This is an optimization exercise on Yosys and OpenROAD, whose aim is small area, not a production implementation. Only simulation tests tie the RTL to the original design; equivalence was not proved. Power figures rest on the tool's default switching activity, not on a simulated workload.

## delta
Design Smart_parking_system, start of the top module:
module Smart_parking_system (
    input wire clk,
    input wire reset,
    input wire raw_entry_sensor,
    input wire raw_exit_sensor,
    input wire [3:0] card_id,
    input wire emergency,
    output wire entry_barrier,
    output wire exit_barrier,
    output wire [5:0] available_spaces,
    output wire [7:0] segment_display,
    output wire [3:0] digit_select,
    output wire parking_full,
    output wire alarm,
    output wire [3:0] led_indicators,
    output wire [7:0] fee_amount
);
Size in the first run: roughly 1,200 cells after synthesis, about 410 flip-flops, about 43 I/O pins, about 16,000 sq um of cells after synthesis.
clock: 12.0 ns
lec_check: 0
abc_area: 1
cap_margin: 20
core_margin: 2
core_utilization: 40
slew_margin: 20
standard.sh (not shown) runs the stock make flow with config.mk's settings and CLKGATE_MAP_FILE= SYNTH_SCRIPT=/design/flow/synth_recipe.tcl, a recipe that flattens the netlist after the stock synthesis.
==> flow/flow/run.sh <==
#!/bin/bash
# Layout flow: the standard ORFS flow (standard.sh), except that synthesis
# maps the combinational logic with an area-oriented ABC script and without
# the separate half/full-adder extraction. Flip-flops (names and cell types)
# come out exactly as in the standard synthesis, since ABC runs after
# flip-flop mapping and only touches combinational logic.
set -euo pipefail
HERE=$(pwd)
export MY_ABC_SCRIPT=$HERE/flow/area.abc
bash standard.sh SYNTH_SCRIPT=$HERE/flow/my_synth.tcl ADDER_MAP_FILE= synth > synth.log 2>&1
bash standard.sh > layout.log 2>&1
==> flow/flow/area.abc <==
strash
dc2
scorr
dc2
strash
&get -n
&dch -f
&nf -a -R 1000
&put
strash
&get -n
&dch -f
&nf -a -R 1000
&put
==> flow/flow/my_synth.tcl <==
proc synth {args} { yosys synth -nofsm -noshare {*}$args }
# Technology mapping with an area-oriented ABC script instead of ORFS's.
proc abc {args} {
  set out {}
  set skip 0
  foreach a $args {
    if {$skip} { set skip 0; continue }
    if {$a eq "-script" || $a eq "-D"} { set skip 1; continue }
    lappend out $a
  }
  if {[info exists ::env(MY_ABC_SCRIPT)] && $::env(MY_ABC_SCRIPT) ne ""} {
    set out [linsert $out 0 -script $::env(MY_ABC_SCRIPT)]
  }
  yosys abc {*}$out
}
source $::env(SCRIPTS_DIR)/synth.tcl
# left out here: clear keep_hierarchy, flatten, clean up, hide names made inside functions, write 1_2_yosys.v
delta did not stop at any stage, and its layout met the timing, design-rule and antenna checks.
Relative to delta, the following input files were edited for sierra:
# delta
export LEC_CHECK = 0
export ABC_AREA = 1
export CAP_MARGIN = 20
export CORE_MARGIN = 2
export CORE_UTILIZATION = 40
export SLEW_MARGIN = 20
create_clock -name core_clock -period 12.0 [get_ports {clk}]
# sierra
export LEC_CHECK = 0
export ABC_AREA = 1
export CAP_MARGIN = 5
export CORE_MARGIN = 2
export CORE_UTILIZATION = 60
export CTS_BUF_LIST = sky130_fd_sc_hd__clkbuf_4 sky130_fd_sc_hd__clkbuf_8
export CTS_CLUSTER_SIZE = 30
export SLEW_MARGIN = 5
create_clock -name core_clock -period 12.0 [get_ports {clk}]
==> flow/run.sh (new file) <==
#!/bin/bash
# synth_recipe.tcl (not shown) runs the flow's synth.tcl, then flattens the netlist and writes it again
# the make line also repeats each setting of config.mk as NAME=value (left out here)
make -C /OpenROAD-flow-scripts/flow DESIGN_CONFIG=/design/flow/config.mk WORK_HOME=/design/flow/orfs CLKGATE_MAP_FILE= SYNTH_SCRIPT=/design/flow/synth_recipe.tcl finish
removed: flow/flow/run.sh
removed: flow/flow/area.abc
removed: flow/flow/my_synth.tcl
removed: flow/standard.sh
==> summary.txt <==
- [compare] base=delta new=sierra: power grew by about 3.5%, post-layout net count grew by about 50%, clock tree cell share of total cell area held steady, switching power grew by about 3%, post-synthesis instance total grew by about 54%.
- Routed wire length for sierra is higher than for delta.
- delta → sierra: setup slack of the critical path after layout saw an increase, post-synthesis area per instance has decreased.

* * *

## raven
Smart_parking_system, a different RTL version from the one above (not shown whole).
Size: roughly 1,100 cells after synthesis, ~400 flip-flops, roughly 43 I/O pins, ~15,000 µm² of cells after synthesis.
==> flow/design.v (excerpt) <==
module Smart_parking_system (
    input wire clk,
    input wire reset,
    input wire raw_entry_sensor,
    input wire raw_exit_sensor,
    input wire [3:0] card_id,
    input wire emergency,
    output wire entry_barrier,
    output wire exit_barrier,
    output wire [5:0] available_spaces,
    output wire [7:0] segment_display,
    output wire [3:0] digit_select,
    output wire parking_full,
    output wire alarm,
    output wire [3:0] led_indicators,
    output wire [7:0] fee_amount
);
==> flow/config.mk <==
export PLATFORM = sky130hd
export DESIGN_NAME = Smart_parking_system
export DESIGN_NICKNAME = Smart_parking_system
export VERILOG_FILES = /design/flow/design.v
export SDC_FILE = /design/flow/constraint.sdc
export NUM_CORES = 4
export LEC_CHECK = 0
export ABC_AREA = 1
export CAP_MARGIN = 20
export CORE_MARGIN = 2
export CORE_UTILIZATION = 40
export SLEW_MARGIN = 20
==> flow/constraint.sdc <==
create_clock -name core_clock -period 12.0 [get_ports {clk}]
set_input_delay 2.4000 -clock core_clock [delete_from_list [all_inputs] [get_ports {clk}]]
set_output_delay 2.4000 -clock core_clock [all_outputs]
set_load 0.01 [all_outputs]
==> flow/flow/run.sh <==
#!/bin/bash
# Layout flow: the standard ORFS flow (standard.sh) with these changes:
# - synthesis maps the combinational logic with an area-oriented ABC script
#   and without the separate half/full-adder extraction (flip-flop names and
#   cell types come out as in the standard synthesis: ABC runs after
#   flip-flop mapping and only touches combinational logic);
# - every port still gets a buffer, but the smallest buffer cell;
# - clock tree built from small clkbuf_4 clusters without dummy loads.
set -euo pipefail
HERE=$(pwd)
export MY_ABC_SCRIPT=$HERE/flow/area.abc
CTS="CTS_ARGS=-sink_clustering_enable -repair_clock_nets -dont_use_dummy_load -root_buf sky130_fd_sc_hd__clkbuf_8 -buf_list sky130_fd_sc_hd__clkbuf_4 -sink_clustering_size 10 -sink_clustering_max_diameter 40"
PORTS="BUFFER_PORTS_ARGS=-buffer_cell sky130_fd_sc_hd__buf_1"
bash standard.sh SYNTH_SCRIPT=$HERE/flow/my_synth.tcl ADDER_MAP_FILE= synth > synth.log 2>&1
bash standard.sh "$CTS" "$PORTS" > layout.log 2>&1
==> flow/flow/area.abc <==
strash
dc2
scorr
&get -n
&deepsyn -T 120
&put
strash
&get -n
&dch -f
&nf -a -R 1000
&put
strash
&get -n
&deepsyn -T 120
&dch -f
&nf -a -R 1000
&put
==> flow/flow/my_synth.tcl <==
proc synth {args} { yosys synth -nofsm -noshare {*}$args }
# Technology mapping with an area-oriented ABC script instead of ORFS's.
proc abc {args} {
  set out {}
  set skip 0
  foreach a $args {
    if {$skip} { set skip 0; continue }
    if {$a eq "-script" || $a eq "-D"} { set skip 1; continue }
    lappend out $a
  }
  if {[info exists ::env(MY_ABC_SCRIPT)] && $::env(MY_ABC_SCRIPT) ne ""} {
    set out [linsert $out 0 -script $::env(MY_ABC_SCRIPT)]
  }
  yosys abc {*}$out
}
source $::env(SCRIPTS_DIR)/synth.tcl
# left out here: clear keep_hierarchy, flatten, clean up, hide names made inside functions, write 1_2_yosys.v
[inputs] maple vs raven
==> flow/flow/area.abc <==
strash
dc2
scorr
dc2
strash
&get -n
&dch -f
&nf -a -R 1000
&put
strash
&get -n
&dch -f
&nf -a -R 1000
&put
[summary]
Result for raven and maple: all clean. The count of filler cells inserted in the layout of maple exceeds that of raven by 107. Global-route wire length before repair in maple vs raven: up 2.9 mm. maple against raven: number of buffer and inverter instances along the worst setup path picked up an extra 1, fraction of final layout cells with drive strength greater than 1 decreased by 0.23 points relative to the old numbers, length of routed met3 wiring increased by about 5% relative to the old numbers. Of raven and maple, the run reporting the higher multi-input gate area in the final layout was maple. Taking raven as the reference, in maple multi-input logic portion of the cell area went up 1.4 points, final cell count higher, final-layout clock buffer total moved up. maple vs raven, area overhead of the layout relative to synthesis went up by 0.21 points. When maple is set beside raven, its highest clock rate turns out to be 14% smaller.
--- input diff maple..nickel ---
diff --git a/flow/flow/run.sh b/flow/flow/run.sh
--- a/flow/flow/run.sh
+++ b/flow/flow/run.sh
@@ -10,5 +10,5 @@
 HERE=$(pwd)
 export MY_ABC_SCRIPT=$HERE/flow/area.abc
-CTS="CTS_ARGS=-sink_clustering_enable -repair_clock_nets -dont_use_dummy_load -root_buf sky130_fd_sc_hd__clkbuf_8 -buf_list sky130_fd_sc_hd__clkbuf_4 -sink_clustering_size 10 -sink_clustering_max_diameter 40"
+CTS="CTS_ARGS=-sink_clustering_enable -repair_clock_nets -dont_use_dummy_load -root_buf sky130_fd_sc_hd__clkbuf_8 -buf_list sky130_fd_sc_hd__clkbuf_4 -sink_clustering_size 8 -sink_clustering_max_diameter 40 -tree_buf sky130_fd_sc_hd__clkbuf_8"
 PORTS="BUFFER_PORTS_ARGS=-buffer_cell sky130_fd_sc_hd__buf_1"
 bash standard.sh SYNTH_SCRIPT=$HERE/flow/my_synth.tcl ADDER_MAP_FILE= synth > synth.log 2>&1
==> summary.txt <==
[compare] base=maple new=nickel: total met2 wirelength after detailed routing went up, post-route total power went up, utilization after layout went up, final wirelength went up. Shortest period the worst path allows in nickel is 0.063 ns above maple. | part of the power in combinational logic | maple vs nickel | ≈ equal |. Clock power: nickel > maple.
The following lists how fjord was set up differently from nickel:
==> flow/flow/area.abc <==
strash
dc2
scorr
&get -n
&deepsyn -T 120
&put
strash
&get -n
&dch -f
&nf -a -R 1000
&put
strash
&get -n
&deepsyn -T 120
&dch -f
&nf -a -R 1000
&put
Results
fjord does better than nickel on first-pass GRT wire length.
Summary of fjord over nickel: post-CTS setup repair buffer count essentially unchanged, count of inverters other than clock inverters in the layout increased 9, post-route non-filler standard cell count decreased 79, worst setup slack increased 1.25 ns, core utilization of the finished layout essentially unchanged.
Going from nickel to fjord, the total power was found to have gone down by about 2.5%.
Note that the maximum achievable frequency recorded for nickel amounts to 0.845 times the value seen in fjord.
When fjord is measured against nickel, its share of the synthesized area in compound gates (AO/OA/AOI/OAI) turns out 0.81 points lower.
Having completed the whole flow, fjord delivered a layout that passed the timing, design-rule and antenna checks.
Clock power was lower in the run labelled fjord.

==> separate check: timing with driven ports <==
Ports are ideal in the flow. The routed layouts listed here were re-timed in OpenROAD. Step 1 sets driving cells, clkbuf_16 on the clock port and buf_2 on the other inputs (assumed; they add their load-dependent delay and slew). Step 2 times the ports against the registers' clock, not the clock port: input delays grow and output delays shrink by t, the midpoint of the rising clock arrivals with the driver on. a / b / c = no drivers / after step 1 / after step 2; a / b = the first two.
run	t, ns	slack for setup (ns)	pins driven straight from the clock port
delta	0.611	4.150 / 4.150 / 4.150	1
sierra	0.631	4.882 / 4.882 / 4.882	1
raven	0.632	5.118 / 5.118 / 5.118	1
maple	0.629	3.970 / 3.970 / 3.970	1
nickel	0.623	3.907 / 3.907 / 3.907	1
fjord	0.631	5.159 / 5.159 / 5.159	1
After both steps every run listed still meets setup and hold.
